This design comes from an exercise in tuning for small area on the open sky130 flow, not from production work. The RTL was checked by simulation tests, not by an equivalence proof against the original design. Power figures rest on the tool's default switching activity, not on a simulated workload.

==> flow/config.mk <==
export PLATFORM = sky130hd
export DESIGN_NAME = battleship
export DESIGN_NICKNAME = battleship
export VERILOG_FILES = /design/flow/design.v
export SDC_FILE = /design/flow/constraint.sdc
export NUM_CORES = 4
export LEC_CHECK = 0
export ABC_AREA = 1
export CAP_MARGIN = 20
export CORE_MARGIN = 2
export CORE_UTILIZATION = 40
export SLEW_MARGIN = 20
==> flow/constraint.sdc <==
create_clock -name core_clock -period 5.0 [get_ports {clk}]
set_input_delay 1.0000 -clock core_clock [delete_from_list [all_inputs] [get_ports {clk}]]
set_output_delay 1.0000 -clock core_clock [all_outputs]
set_load 0.01 [all_outputs]
==> flow/design.v <==
module battleship (
  input            clk  ,
  input            rst  ,
  input            start,
  input      [1:0] X    ,
  input      [1:0] Y    ,
  input            pAb  ,
  input            pBb  ,
  output reg [7:0] disp0,
  output reg [7:0] disp1,
  output reg [7:0] disp2,
  output reg [7:0] disp3,
  output reg [7:0] led
);
localparam [3:0] IDLE      = 4'd0,  DISPLAY_A = 4'd1,  INPUT_A  = 4'd2,  ERROR_A  = 4'd3;
localparam [3:0] DISPLAY_B = 4'd4,  INPUT_B   = 4'd5,  ERROR_B  = 4'd6,  SHOW_SCORE = 4'd7;
localparam [3:0] SHOOT_A   = 4'd8,  SINK_A    = 4'd9,  WIN_A    = 4'd10, SHOOT_B  = 4'd11;
localparam [3:0] SINK_B    = 4'd12, WIN_B     = 4'd13, OVRWIN_A = 4'd14, OVRWIN_B = 4'd15;
localparam [7:0] D0 = 8'b00111111, D1 = 8'b00000110, D2 = 8'b01011011, D4 = 8'b01100110;
function [7:0] dig;
  input [1:0] v;
  dig = {1'b0, v[1], ~v[1] & ~v[0], ~v[0], v[1] | ~v[0], ~v[1] | v[0], 1'b1, v[1] | ~v[0]};
endfunction
reg  [3:0]  st;
reg  [5:0]  cnt;       
reg  [15:0] mA, mB;    
reg  [1:0]  sA, sB;    
reg  [1:0]  XQ, YQ;
reg         bA, bB;
reg         Z;         
reg         oa, ob;    
reg         lw;        
wire s_idle  = st == IDLE;
wire s_dispa = st == DISPLAY_A;
wire s_inpa  = st == INPUT_A;
wire s_erra  = st == ERROR_A;
wire s_dispb = st == DISPLAY_B;
wire s_inpb  = st == INPUT_B;
wire s_errb  = st == ERROR_B;
wire s_show  = st == SHOW_SCORE;
wire s_shta  = st == SHOOT_A;
wire s_sinka = st == SINK_A;
wire s_wina  = st == WIN_A;
wire s_shtb  = st == SHOOT_B;
wire s_sinkb = st == SINK_B;
wire s_winb  = st == WIN_B;
wire s_ovra  = st == OVRWIN_A;
wire s_ovrb  = st == OVRWIN_B;
wire timed = s_dispa | s_dispb | s_erra | s_errb | s_show | s_sinka | s_sinkb | s_wina | s_winb;
wire t49   = cnt[5] & cnt[4] & cnt[0];
wire [3:0] yx = {YQ, XQ};
wire rdsel = s_inpb | s_shta;
wire [3:0] waddr = (s_dispa | s_dispb) ? cnt[3:0] : yx;
wire [15:0] dec = 16'd1 << waddr;
wire rdA = mA[yx];
wire rdB = mB[yx];
wire rd = rdsel ? rdB : rdA;
wire winA = Z & (sA == 2'd0);
wire winB = Z & (sB == 2'd0);
reg [3:0] nst;
integer i;
always @(*) begin
  nst = st;
  case (st)
    IDLE:       if (start) nst = DISPLAY_A;
    DISPLAY_A:  if (t49) nst = INPUT_A;
    INPUT_A:    if (bA) begin
                  if (rd) nst = ERROR_A;
                  else if (sA == 2'd3) nst = lw ? SHOW_SCORE : DISPLAY_B;
                end
    ERROR_A:    if (t49) nst = INPUT_A;
    DISPLAY_B:  if (t49) nst = INPUT_B;
    INPUT_B:    if (bB) begin
                  if (rd) nst = ERROR_B;
                  else if (sB == 2'd3) nst = lw ? DISPLAY_A : SHOW_SCORE;
                end
    ERROR_B:    if (t49) nst = INPUT_B;
    SHOW_SCORE: if (t49) nst = lw ? SHOOT_B : SHOOT_A;
    SHOOT_A:    if (bA) nst = SINK_A;
    SINK_A:     if (t49) nst = winA ? WIN_A : SHOOT_B;
    WIN_A:      if (t49) nst = oa ? OVRWIN_A : DISPLAY_A;
    SHOOT_B:    if (bB) nst = SINK_B;
    SINK_B:     if (t49) nst = winB ? WIN_B : SHOOT_A;
    WIN_B:      if (t49) nst = ob ? OVRWIN_B : DISPLAY_B;
    default:    nst = st;
  endcase
end
wire incA = bA & ((s_inpa & ~rd) | (s_shta & rd));
wire incB = bB & ((s_inpb & ~rd) | (s_shtb & rd));
wire clrS = s_dispa | s_dispb;
wire weA = s_dispa | (bA & s_inpa) | (bB & s_shtb);
wire weB = s_dispb | (bB & s_inpb) | (bA & s_shta);
always @(posedge clk) begin
  XQ  <= X;
  YQ  <= Y;
  bA <= pAb;
  bB <= pBb;
  cnt <= (timed & ~t49) ? cnt + 6'd1 : 6'd0;
  for (i = 0; i < 16; i = i + 1) begin
    if (weA & dec[i]) mA[i] <= s_inpa;
    if (weB & dec[i]) mB[i] <= s_inpb;
  end
  if (clrS) sA <= 2'd0; else if (incA) sA <= sA + 2'd1;
  if (clrS) sB <= 2'd0; else if (incB) sB <= sB + 2'd1;
  if (s_shta | s_shtb) Z <= rd;
  if (rst) begin
    st <= IDLE;
    oa <= 1'b0;
    ob <= 1'b0;
    lw <= 1'b0;
  end else begin
    st <= nst;
    if (s_wina & t49 & ~oa) begin oa <= 1'b1; lw <= 1'b0; end
    if (s_winb & t49 & ~ob) begin ob <= 1'b1; lw <= 1'b1; end
  end
end
always @(*) begin
  disp3 = 8'h00;
  disp2 = 8'h00;
  disp1 = 8'h00;
  disp0 = 8'h00;
  led   = 8'h00;
  case (st)
    IDLE: begin
      disp3 = 8'b00000110; disp2 = 8'b01011110; disp1 = 8'b00111000; disp0 = 8'b01111001;
      led = 8'b10011001;
    end
    DISPLAY_A: disp3 = 8'b01110111;
    DISPLAY_B: begin disp3 = 8'b01111100; led = 8'b10011001; end
    ERROR_A, ERROR_B: begin
      disp3 = 8'b01111001; disp2 = 8'b01010000; disp1 = 8'b01010000; disp0 = 8'b01011100;
      led = 8'b10011001;
    end
    SHOW_SCORE: begin
      disp2 = D0; disp1 = 8'b01000000; disp0 = D0;
      led = 8'b10011001;
    end
    INPUT_A, SHOOT_A: begin
      disp1 = dig(XQ); disp0 = dig(YQ);
      led = {2'b10, sA, sB, 2'b00};
    end
    INPUT_B, SHOOT_B: begin
      disp1 = dig(XQ); disp0 = dig(YQ);
      led = {2'b00, sA, sB, 2'b01};
    end
    SINK_A: begin
      disp2 = winA ? D4 : dig(sA); disp1 = 8'b01000000; disp0 = dig(sB);
      led = {8{Z}};
    end
    SINK_B: begin
      disp2 = dig(sA); disp1 = 8'b01000000; disp0 = winB ? D4 : dig(sB);
      led = {8{Z}};
    end
    WIN_A, OVRWIN_A: begin
      disp3 = s_ovra ? 8'b01110111 : 8'h00;
      disp2 = oa ? D2 : D1; disp1 = 8'b01000000; disp0 = ob ? D1 : D0;
      led = 8'b10101010;
    end
    WIN_B, OVRWIN_B: begin
      disp3 = s_ovrb ? 8'b01111100 : 8'h00;
      disp2 = oa ? D1 : D0; disp1 = 8'b01000000; disp0 = ob ? D2 : D1;
      led = 8'b10101010;
    end
    default: ;
  endcase
end
endmodule
==> flow/run.sh <==
#!/bin/bash
# synth_recipe.tcl (not shown) runs the flow's synth.tcl, then flattens the netlist and writes it again
# the make line also repeats each setting of config.mk as NAME=value (left out here)
make -C /OpenROAD-flow-scripts/flow DESIGN_CONFIG=/design/flow/config.mk WORK_HOME=/design/flow/orfs CLKGATE_MAP_FILE= SYNTH_SCRIPT=/design/flow/synth_recipe.tcl finish
==> results.ini <==
[outcome]
outcome=timing/DRC/antenna clean

[cts]
postCtsSetupRepairBufs=0
cts_root_buf=clkbuf_8
clk_latency_ns=0.32
cts.sinks=56
htree_levels=2
ctsResizeCount=0
clkTransAtPathRegs_ns=0.11
hold_buffers=0
tritoncts=built
cts_buffers=5
clk_path_buf_depth=2

[sta]
finalHoldViolCount=0
rsz0062_at_grt=no
final-setup-viol-count=0
slew_headroom=0.510
timing.final.crit_period_ns=4.07
setup_tns_ns=0
clock_skew_ns=0.0100
period_share=0.813
setup_ws_ns=0.934
worst_slew_pin_slew_ns=0.730
max_freq_ghz=0.246
drv_slew=0

[worst_setup_path]
crit_path_start_kind=flip-flop
worstPathMaxFanout=22
slowest_stage=clkdlybuf4s50_1
cp_num_cells=10
cpMostUsedCell=nor2_1
worst-setup-path-type=flip-flop to output port
r2r_setup_slack_ns=2.21
worstPathRequired_ns=4.00
worstPathCellList=inv_2, nor2_1, nand2_2, inv_1, buf_4, nor2_1, nand2_1, clkinv_1, o31ai_1, clkdlybuf4s50_1
r2r-start=st[0]
path_buf_inv=5
crit_end=led[2]
slowest_delay_ns=0.58
cp-startpoint=st[0]
crit_family=buffers and inverters
crit_path_end_kind=output port
crit_arrival_ns=3.07
r2r_cells=12
r2r-end=mB[13]

[yosys]
synth_area_leader_cell=edfxtp_1
muxShareOfSynthArea=0
synth_ff_type=edfxtp_1
synth.avg_cell_area_sq_um=7.21
synth_fa_ha_area_frac=0.0320
synth_edf_count=33
seq_area_frac_synth=0.413
synthSimpleGateAreaFrac=0.346
synthArstFlopShare=0
synth_top_family_by_area=simple AND/OR/NAND/NOR gates
synth-xor-area-share=0.00747
yosys_register_bits=56
synthTopCellsByArea=edfxtp_1 (28%), dfxtp_1 (13%), nand2_1 (12%)
yosys_warnings=1
synth_cells=488
synth_top_area_share=0.282
synth_compound_area_frac=0.0950
synth.distinct_cells=40
netlist_area_sq_um=3520

[grt]
grt_max_degree=23
antenna_found_initial=0
grt_pass1_vias=3110
grt_pass1_wl_um=15900
grt.overflow.total=0
grt.total_usage=0.208

[layout]
drive_gt1_frac=0.0581
fill_cells=896
finalNetCount=551
areaGrowthSynthToFinish_pct=17.6
diodes=0

[pwr]
irDropWorstVdd_v=0.000129
p_per_area_nw_per_um2=445
leakagePower_uw=0.00173

[min_path]
hold_path_class=flip-flop to flip-flop
hp-start=cnt[3]

[die]
die_h_um=97.8
placementRows=34
die_area_sq_um=9560
coreArea_sq_um=8640
io_pins=49
initial_utilization=0.407
die_width_um=97.8

[detailed_routing]
num_vias=3315
vias_per_cell=5.16
first_iter_violations=291
routedWlPerCell_um=15.4
totalWireLength_um=9910
drc=0
drt-pass1-iter-count=5
ant_nets=0

[job]
drv_cap=0

[place]
place.gp.congestion=0.974
dp_hpwl_um=7610
port_buffers=44
pre_cts_ws_ns=1.30

## placed cells by master (no fill, tap or decap), types with 10 or more instances in the layout
cell | netlist | routed
o21ai_0 | 14 | 14
nor3_1 | 10 | 10
nand2_1 | 109 | 109
nand3b_1 | 13 | 13
a21oi_1 | 18 | 18
nand3_1 | 32 | 32
clkdlybuf4s50_1 | 0 | 44
inv_1 | 72 | 72
dfxtp_1 | 23 | 23
edfxtp_1 | 33 | 33
nor2_1 | 90 | 89
## cells in the mapped netlist (all sizes together) (3+ instances only)
master / instances
inv: 77
dfxtp: 23
nand3b: 14
buf: 10
edfxtp: 33
o2111ai: 3
nand2: 114
nand3: 34
ha: 9
a21oi: 18
nor2: 93
o21ai: 23
nand4: 3
nor3: 12
## stage by stage
stage	hold slack, ns	power (uW)	instances	utilization	instance area [sq um]
after floorplan	0.459	1140	491	-	3530
after global placement	0.487	1580	634	0.469	4050
after detailed placement	0.490	1580	634	0.469	4050
after CTS	0.505	1840	642	0.479	4130
after global routing	0.570	1970	642	0.479	4140
final	0.503	1840	642	0.479	4140
## final cells by class
class	count	area [sq um]	area share
Multi-Input combinational cell	345	1710	0.413
Sequential cell	56	1450	0.351
Timing Repair Buffer	47	463	0.112
Inverter	78	293	0.0708
Tap cell	108	135	0.0327
Clock buffer	6	72.6	0.0175
Clock inverter	2	13.8	0.00333
## registers in the layout (all words and copies together) (netlist names)
register,flops
XQ,2
YQ,2
Z,1
bA,1
bB,1
cnt,6
lw,1
mA,16
mB,16
oa,1
ob,1
sA,2
sB,2
st,4
## worst min-delay path, stage by stage (launching register included)
cell and delay (ns):
dfxtp_1 0.34, nand2_1 0.07, a21oi_1 0.05
## per-layer routing
metal	wire length (um)	up-vias	GRT usage	part of all wire
met5	0	-	0	0
met4	175	0	0.0630	0.018
met3	655	15	0.0444	0.066
met2	4270	123	0.314	0.43
met1	4810	1528	0.301	0.49
li1	-	1649	-	-
## worst min path at each step
stage / to / slack [ns] / cells past startpoint
2_1_floorplan: lw / 0.46 / 2
3_3_place_gp: cnt[3] / 0.49 / 2
3_5_place_dp: cnt[3] / 0.49 / 2
4_1_cts: cnt[3] / 0.50 / 2
5_1_grt: cnt[3] / 0.57 / 2
6_report: cnt[3] / 0.50 / 2
## report_power, final
part | total (uW) | leakage [uW] | switching (uW) | internal, uW
clock | 263 | 0.0000417 | 163 | 100
combinational | 1000 | 0.00116 | 589 | 416
sequential | 575 | 0.000521 | 40.0 | 535
total | 1840 | 0.00173 | 792 | 1050
## cells by family (layout without fill, tap and decap cells)
| group | after synthesis | after routing |
|---|---|---|
| AO/OA/AOI/OAI | 56 | 56 |
| other | 1 | 4 |
| XOR/XNOR | 3 | 3 |
| adder cells (fa/ha/maj) | 9 | 9 |
| flip-flops | 56 | 56 |
| buffers and inverters | 90 | 133 |
| AND/OR/NAND/NOR | 273 | 273 |

==> port drivers added, routing unchanged <==
The flow's constraints put no driver on any port. The routed layout listed below was extracted and timed again, unchanged, in two steps. Step 1 sets driving cells, clkbuf_16 on the clock port and buf_2 on the other inputs (assumed; they add their load-dependent delay and slew). Step 2, shift: input delay + t, output delay - t, t = (earliest + latest rising clock arrival at the registers) / 2. This alone moves slack from input paths to output paths. Slacks: ideal ports / drivers / drivers and shift; pairs: ideal ports / drivers.
t, ns: 0.346
setup slack, ns: 0.934 / 0.901 / 1.247
worst setup path at the end: register to output
slew at the worst register clock pin (ns): 0.11 / 0.11
worst slew at a driven data input, ns: 0.05
After both steps this run still meets setup and hold. For this run, drivers alone change the setup slack by -0.033 ns; drivers and shift together by +0.313 ns.
